From an optimization exercise on the open Yosys and OpenROAD flow, aimed at small area and a short achievable clock period; shortcuts taken in it are not production practice.
Where RTL was checked, it was by simulation tests only, not by an equivalence proof against the original.

==> inputs of run a <==
Design hb_filter, start of the top module:
module hb_filter(input logic clk,
                 input logic reset_n,
                 input logic signed [15:0] x_in,
                 output logic signed [15:0] y_out);
  logic signed [15:0] taps [0:24];
  always_ff @(posedge clk or negedge reset_n) begin
    if (~reset_n) begin
      for (int k = 0; k < 25; k = k + 1) taps[k] <= 16'sd0;
    end else begin
      for (int k = 24; k > 0; k = k - 1) taps[k] <= taps[k-1];
      taps[0] <= x_in;
    end
  end
  wire signed [16:0] pc3 = taps[4] + taps[18];
  wire signed [16:0] pc4 = taps[6] + taps[16];
  wire signed [16:0] pc5 = taps[8] + taps[14];
  logic signed [16:0] u1;
  always_ff @(posedge clk) u1 <= taps[0] + taps[22];
  logic signed [16:0] u2;
  always_ff @(posedge clk) u2 <= ~(taps[2] + taps[20]);
  logic signed [18:0] w35;
  always_ff @(posedge clk) w35 <= ~((pc5 * 19'sd2) + pc3);
  logic signed [16:0] u5;
  always_ff @(posedge clk) u5 <= pc5;
  logic signed [16:0] u6;
  always_ff @(posedge clk) u6 <= taps[10] + taps[12];
  logic signed [19:0] w4;
  always_ff @(posedge clk) w4 <= (pc4 * 20'sd4) + taps[24];
  logic signed [16:0] u4;
  always_ff @(posedge clk) u4 <= ~(pc4);
  wire s1, c2;
  assign s1 = u1[9] ^ u1[4];
  assign c2 = u1[9] & u1[4];
  wire s3, c4;
  assign s3 = u1[10] ^ u1[5] ^ u2[9];
  assign c4 = (u1[10] & u1[5]) | (u1[10] & u2[9]) | (u1[5] & u2[9]);
  wire s5, c6;
  assign s5 = u2[6] ^ u2[2] ^ w35[10];
  assign c6 = (u2[6] & u2[2]) | (u2[6] & w35[10]) | (u2[2] & w35[10]);
  ...
Settings: LEC_CHECK=0, CAP_MARGIN=20, CORE_MARGIN=2, CORE_UTILIZATION=40, SLEW_MARGIN=20; clock period 16.0 ns.
standard.sh (not shown) runs the stock make flow with config.mk's settings and CLKGATE_MAP_FILE= SYNTH_SCRIPT=/design/flow/synth_recipe.tcl, a recipe that flattens the netlist after the stock synthesis.
==> flow/flow/run.sh <==
#!/bin/bash
# Standard layout; synthesis skips Yosys's early "abc -fast" so that the full-adder
# trees written in the RTL reach extract_fa unchanged; repair aims at a large setup margin.
set -euo pipefail
bash standard.sh SYNTH_ARGS=-noabc SETUP_SLACK_MARGIN=12 CTS_CLUSTER_SIZE=20 CTS_CLUSTER_DIAMETER=80 finish > standard.log 2>&1
==> inputs of run b, as changes to run a <==
--- a/flow/design.v
+++ b/flow/design.v
@@ -8,29 +8,26 @@
       for (int k = 0; k < 25; k = k + 1) taps[k] <= 16'sd0;
     end else begin
       for (int k = 24; k > 0; k = k - 1) taps[k] <= taps[k-1];
       taps[0] <= x_in;
     end
   end
-  wire signed [16:0] pc3 = taps[4] + taps[18];
-  wire signed [16:0] pc4 = taps[6] + taps[16];
-  wire signed [16:0] pc5 = taps[8] + taps[14];
   logic signed [16:0] u1;
   always_ff @(posedge clk) u1 <= taps[0] + taps[22];
   logic signed [16:0] u2;
   always_ff @(posedge clk) u2 <= ~(taps[2] + taps[20]);
   logic signed [18:0] w35;
-  always_ff @(posedge clk) w35 <= ~((pc5 * 19'sd2) + pc3);
+  always_ff @(posedge clk) w35 <= ~(taps[8] * 19'sd2 + taps[14] * 19'sd2 + taps[4] + taps[18]);
   logic signed [16:0] u5;
-  always_ff @(posedge clk) u5 <= pc5;
+  always_ff @(posedge clk) u5 <= taps[8] + taps[14];
   logic signed [16:0] u6;
   always_ff @(posedge clk) u6 <= taps[10] + taps[12];
   logic signed [19:0] w4;
-  always_ff @(posedge clk) w4 <= (pc4 * 20'sd4) + taps[24];
+  always_ff @(posedge clk) w4 <= taps[6] * 20'sd4 + taps[16] * 20'sd4 + taps[24];
   logic signed [16:0] u4;
-  always_ff @(posedge clk) u4 <= ~(pc4);
+  always_ff @(posedge clk) u4 <= ~(taps[6] + taps[16]);
   wire s1, c2;
   assign s1 = u1[9] ^ u1[4];
   assign c2 = u1[9] & u1[4];
   wire s3, c4;
   assign s3 = u1[10] ^ u1[5] ^ u2[9];
   assign c4 = (u1[10] & u1[5]) | (u1[10] & u2[9]) | (u1[5] & u2[9]);
==> inputs of run c, as changes to run a <==
==> flow/flow/run.sh (replaced) <==
#!/bin/bash
# Standard layout; synthesis skips Yosys's early "abc -fast" so that the full-adder
# trees written in the RTL reach extract_fa unchanged; repair aims at a large setup margin.
set -euo pipefail
bash standard.sh SYNTH_ARGS=-noabc SETUP_SLACK_MARGIN=12 CTS_CLUSTER_SIZE=30 CTS_CLUSTER_DIAMETER=100 finish > standard.log 2>&1
==> metrics.cfg <==
[die]
fp.coreArea_um2=77700
rows=102

[critical_path]
path_class=reg2reg
reg2reg_to=w35[18]
crit_cells=20
cp.required_ps=16520

[logic_synthesis]
netlist_area_um2=31500
synth_top_cell_area_share=0.356
synthMuxAreaShare=0.000954

[timing]
setup_ws_ps=11670

[clock_tree]
clock_latency_ps=590

[cells_and_area]
multi_input_area_share=0.456

[run_status]
status=timing/DRC/antenna clean

Source of the figures above: run a

==> metrics.cfg <==
[timing]
setup_ws_ps=11690

[critical_path]
reg2reg_to=y_out[15]
crit_cells=1
cp.required_ps=12800
path_class=reg2out

[run_status]
status=timing/DRC/antenna clean

[cells_and_area]
clockNetworkAreaShare=0.0329
multi_input_area_share=0.458

[clock_tree]
cts_buffer_depth=3
clock_latency_ps=620

[logic_synthesis]
synthMuxAreaShare=0.000354
synth_top_cell_area_share=0.353

Source of the figures above: run b

==> metrics.cfg <==
[logic_synthesis]
synthMuxAreaShare=0.000954
netlist_area_um2=31500

[cells_and_area]
multi_input_area_share=0.459

[critical_path]
reg2reg_to=w35[18]
path_class=reg2out
crit_cells=1
cp.required_ps=12800

[clock_tree]
clock_latency_ps=640

[timing]
setup_ws_ps=11650

[run_status]
status=timing/DRC/antenna clean

Source of the figures above: run c

No functional check of the RTL was part of any run of this note.

---

==> branch delta <==
hb_filter, a different RTL version from the one above (not shown whole).
export LEC_CHECK = 0
export CAP_MARGIN = 20
export CORE_MARGIN = 2
export CORE_UTILIZATION = 40
export SLEW_MARGIN = 20
create_clock -name core_clock -period 16.0 [get_ports {clk}]
==> flow/flow/run.sh <==
#!/bin/bash
# Standard layout; synthesis skips Yosys's early "abc -fast" so that the full-adder
# trees written in the RTL reach extract_fa unchanged; repair aims at a large setup margin.
set -euo pipefail
bash standard.sh SYNTH_ARGS=-noabc SETUP_SLACK_MARGIN=11.7 CTS_CLUSTER_SIZE=20 CTS_CLUSTER_DIAMETER=80 finish > standard.log 2>&1
==> branch cedar: changes against branch delta <==
==> flow/flow/run.sh (replaced) <==
#!/bin/bash
# Standard layout; synthesis skips Yosys's early "abc -fast" so that the full-adder
# trees written in the RTL reach extract_fa unchanged; repair aims at a large setup margin.
set -euo pipefail
bash standard.sh SYNTH_ARGS=-noabc SETUP_SLACK_MARGIN=11.85 CTS_CLUSTER_SIZE=20 CTS_CLUSTER_DIAMETER=80 finish > standard.log 2>&1
==> notes.md <==
| metric | branch cedar | branch delta |
|---|---|---|
| Critical path arrival | 4.84 ns | 4.76 ns |
| Worst slack on hold paths | 0.336 ns | 0.333 ns |
| Status | timing/DRC/antenna clean | timing/DRC/antenna clean |
| TritonCTS buffer count | 38 | 40 |
| Sequential Area | 14,600 um2 | 14,500 um2 |
| Final design utilization | 0.460 | 0.451 |
| Met3 Use GR | 0.0200 | 0.0252 |
| Max-slew headroom | 0.531 | 0.556 |
| Source of the worst register-to-register timing path | taps[14][0] | taps[8][0] |
| Placed standard-cell area | 33,300 um2 | 33,300 um2 |
| Area of combinational cells with multiple inputs | 16,800 um2 | 16,500 um2 |
| Clock buffer cells | 61 | 59 |
| DRT met1 WL | 36,800 um | 36,800 um |
| Number of standard cells in the layout, taps in and fillers out | 3,438 | 3,402 |
| Tmin final | 4.31 ns | 4.29 ns |
| Layout filler cell count | 6,960 | 6,950 |
| Total via count in the routed design | 16,900 | 16,800 |
No functional check of the RTL was part of any run of this note.

---

==> job 3837: inputs <==
hb_filter, a different RTL version from the one above (not shown whole).
==> flow/design.v (excerpt) <==
module hb_filter(input logic clk,
                 input logic reset_n,
                 input logic signed [15:0] x_in,
                 output logic signed [15:0] y_out);
export LEC_CHECK = 0
export CAP_MARGIN = 20
export CORE_MARGIN = 2
export CORE_UTILIZATION = 40
export SLEW_MARGIN = 20
create_clock -name core_clock -period 16.0 [get_ports {clk}]
==> flow/flow/run.sh <==
#!/bin/bash
# Standard layout; synthesis skips Yosys's early "abc -fast" so that the full-adder
# trees written in the RTL reach extract_fa unchanged; repair aims at a large setup margin.
set -euo pipefail
bash standard.sh SYNTH_ARGS=-noabc SETUP_SLACK_MARGIN=11 finish > standard.log 2>&1
==> job 234: changes against job 3837 <==
==> flow/flow/run.sh (replaced) <==
#!/bin/bash
# Standard layout; synthesis skips Yosys's early "abc -fast" so that the full-adder
# trees written in the RTL reach extract_fa unchanged.
set -euo pipefail
bash standard.sh SYNTH_ARGS=-noabc finish > standard.log 2>&1
==> qor summary <==
item	job 3837	job 234
Clock-cell share of area	5.36%	5.02%
Pin count of the biggest net entering global routing	105	86
CP Launch Point	taps[4][0]	taps[12][0]
Combined flip-flop and latch cell area	12100 µm²	12100 µm²
Levels on crit path	20	25
Cell Area, Placed	32200 µm²	31600 µm²
Pre-CTS setup slack	8340 ps	7570 ps
Count of placed standard cells including taps	3026	3044
Worst hold slack	342 ps	336 ps
Uppermost signal routing layer after detailed routing	met5	met4
Nets	2972	2865
Fin crit period	7080 ps	8520 ps
Multi-input gate area in the final layout	18600 µm²	16700 µm²
Slowest cell on the critical path	fa_1	xnor2_1
Initial antenna violation count	4	0
RSZ-0062 raised after global routing	yes	no
Via density per instance	4.96	4.96
Crit Reg-Reg Startpoint	taps[4][0]	taps[12][0]
Setup crit end	r0_20_0	r0_27_0
Clock latency on the worst-skew pair	620 ps	600 ps
Number of global-route vias before repair	18800	18100
Global-route met2 utilization	35.8%	32.4%
Result of the run	complete, no violations	complete, no violations
Biggest fanout along the worst timing path	3	5
Sum of buffers and inverters on the critical path	2	5
No functional check of the RTL was part of any run of this note.

---

==> 08-12: inputs <==
hb_filter, a different RTL version from the one above (not shown whole).
clock: 16.0 ns
lec_check: 0
cap_margin: 20
core_margin: 2
core_utilization: 40
slew_margin: 20
==> flow/flow/run.sh <==
#!/bin/bash
# Standard layout; synthesis skips Yosys's early "abc -fast" so that the full-adder
# trees written in the RTL reach extract_fa unchanged; repair aims at a large setup margin.
set -euo pipefail
bash standard.sh SYNTH_ARGS=-noabc SETUP_SLACK_MARGIN=11.5 CTS_CLUSTER_SIZE=20 CTS_CLUSTER_DIAMETER=80 finish > standard.log 2>&1
==> 02-23: changes against 08-12 <==
--- a/flow/design.v
+++ b/flow/design.v
@@ -7,31 +7,28 @@
     if (~reset_n) begin
       for (int k = 0; k < 25; k = k + 1) taps[k] <= 16'sd0;
     end else begin
       for (int k = 24; k > 0; k = k - 1) taps[k] <= taps[k-1];
       taps[0] <= x_in;
     end
   end
-  wire signed [16:0] pc3 = taps[4] + taps[18];
-  wire signed [16:0] pc4 = taps[6] + taps[16];
-  wire signed [16:0] pc5 = taps[8] + taps[14];
   logic signed [16:0] u1;
   always_ff @(posedge clk) u1 <= taps[0] + taps[22];
   logic signed [16:0] u2;
   always_ff @(posedge clk) u2 <= ~(taps[2] + taps[20]);
   logic signed [18:0] w35;
-  always_ff @(posedge clk) w35 <= ~((pc5 * 19'sd2) + pc3);
+  always_ff @(posedge clk) w35 <= ~(taps[8] * 19'sd2 + taps[14] * 19'sd2 + taps[4] + taps[18]);
   logic signed [16:0] u5;
-  always_ff @(posedge clk) u5 <= pc5;
+  always_ff @(posedge clk) u5 <= taps[8] + taps[14];
   logic signed [16:0] u6;
   always_ff @(posedge clk) u6 <= taps[10] + taps[12];
   logic signed [19:0] w4;
-  always_ff @(posedge clk) w4 <= (pc4 * 20'sd4) + taps[24];
+  always_ff @(posedge clk) w4 <= taps[6] * 20'sd4 + taps[16] * 20'sd4 + taps[24];
   logic signed [16:0] u4;
-  always_ff @(posedge clk) u4 <= ~(pc4);
+  always_ff @(posedge clk) u4 <= ~(taps[6] + taps[16]);
   wire s1, c2;
   assign s1 = u1[9] ^ u1[4];
   assign c2 = u1[9] & u1[4];
   wire s3, c4;
   assign s3 = u1[10] ^ u1[5] ^ u2[9];
   assign c4 = (u1[10] & u1[5]) | (u1[10] & u2[9]) | (u1[5] & u2[9]);
   wire s5, c6;
@@ -1729,9 +1726,10 @@
   assign c1006 = c946 | s947;
   wire s1007, c1008;
   assign s1007 = ~(c948 ^ s949);
   assign c1008 = c948 | s949;
   wire [30:0] ca1 = {c1006, c1004, c1002, c1000, c998, ~c996, ~c994, c992, ~c990, ~c988, ~c986, ~c984, c982, c980, c978, c976, c974, ~c972, c970, c968, ~c966, ~c964, c962, ~c960, c958, ~c956, ~c954, c952, s951, r0_1_0, r0_0_0};
   wire [30:0] cb1 = {s1007, s1005, s1003, s1001, s999, s997, ~s995, ~s993, s991, ~s989, ~s987, ~s985, ~s983, s981, s979, s977, s975, s973, ~s971, s969, s967, ~s965, ~s963, s961, ~s959, s957, ~s955, ~s953, 1'b1, r0_1_1, r0_0_1};
   wire [30:0] cs1 = ca1 + cb1;
-  always_ff @(posedge clk) y_out <= cs1[30:15];
+  always_ff @(posedge clk or negedge reset_n)
+    if (~reset_n) y_out <= 16'sd0; else y_out <= cs1[30:15];
 endmodule
==> flow/flow/run.sh (replaced) <==
#!/bin/bash
# Standard layout; synthesis skips Yosys's early "abc -fast" so that the full-adder
# trees written in the RTL reach extract_fa unchanged; repair aims at a large setup margin.
set -euo pipefail
bash standard.sh SYNTH_ARGS=-noabc SETUP_SLACK_MARGIN=12 CTS_CLUSTER_SIZE=30 CTS_CLUSTER_DIAMETER=100 finish > standard.log 2>&1
==> comparison <==
- In 02-23 the fmax is larger than in 08-12, by 1.9%.
- Flip-flop and latch count is the same in 02-23 and 08-12.
- Against 08-12, the non-clock buffer count of 02-23 is higher by 41.
- Against 02-23, the cell area of 08-12 is smaller by 2.3%.
- Of 02-23 and 08-12, 02-23 has the higher clock skew (gap 24 ps).
- Against 08-12, the routed wire length of 02-23 is lower by about 0.3%.
- In 08-12 the synthesized area is smaller than in 02-23, by about 1.3%.
- Against 02-23, the first-iteration DRC count of 08-12 is larger by 2.6%.
- Against 08-12, the global-route usage of 02-23 is lower by 0.60 points.
==> figures <==
Layout cells sized above 1: 08-12 7.59%; 02-23 14.6%
Storage element area: 08-12 14400 µm²; 02-23 14700 µm²
Synthesized instance count: 08-12 2190; 02-23 2177
Core Region: 08-12 77600 µm²; 02-23 78900 µm²
Async SR Flop Fraction: 08-12 76.7%; 02-23 79.4%
Result of the run: 08-12 complete, no violations; 02-23 complete, no violations
Syn Nets: 08-12 2876; 02-23 2893
Portion of the layout cell area used by clock cells: 08-12 3.48%; 02-23 2.37%
Routed metal-1 wire length: 08-12 35600 µm; 02-23 35900 µm
Area share of the leading cell type in the synthesized netlist: 08-12 34.4%; 02-23 35.3%
Number of DRC violations after detailed-routing iteration 0: 08-12 1113; 02-23 1085
Finished layout cell area: 08-12 34700 µm²; 02-23 35500 µm²
Total via count in the routed design: 08-12 16571; 02-23 16523
Number of antenna violations at the first check in global routing: 08-12 3; 02-23 6
Slowest stage cell on the critical path: 08-12 dfxtp_1; 02-23 dfrtp_1
Non-clock buffers, area share: 08-12 1.70%; 02-23 2.72%
Worst slew margin: 08-12 38.3%; 02-23 56.6%
Met3 track utilization from global routing: 08-12 3.31%; 02-23 2.09%
Signal inverters: 08-12 326; 02-23 322
Only the layout flow was run in 02-23; the RTL was not checked for function there.

-- port drivers added, routing unchanged --
How much do the figures lean on ideal ports? The routed layouts below were timed once more, with nothing changed but the port constraints.
Step 1 sets driving cells, clkbuf_16 on the clock port and buf_2 on the other inputs (assumed; they add their load-dependent delay and slew).
Step 2 adds t to the input delays and takes it off the output delays; t is the mean of the earliest and latest rising clock arrival at the registers after step 1. Input paths then give back, and output paths get back, about the clock's delay inside the block.
Slacks: no drivers / after step 1 / after step 2; pairs: no drivers / after step 1.
run	shift t [ns]	setup WS [ns]	clock arrival spread, ns
run a	0.635	11.672 / 11.651 / 11.651	0.022 / 0.022
run b	0.653	11.685 / 11.623 / 11.551	0.049 / 0.049
run c	0.675	11.645 / 11.583 / 11.567	0.057 / 0.057
branch delta	0.656	11.707 / 11.688 / 11.233	0.028 / 0.028
branch cedar	0.654	11.692 / 11.692 / 11.381	0.034 / 0.034
job 3837	0.666	8.918 / 8.918 / 8.918	0.026 / 0.026
job 234	0.655	7.475 / 7.475 / 7.475	0.023 / 0.023
08-12	0.650	11.572 / 11.508 / 11.088	0.020 / 0.020
02-23	0.672	11.653 / 11.589 / 11.564	0.045 / 0.044
After both steps every run listed still meets setup and hold. The setup slack of 08-12, which loses most, moves by -0.064 ns with the drivers and by -0.484 ns with both steps. The worst setup slack also covers recovery checks on asynchronous resets.
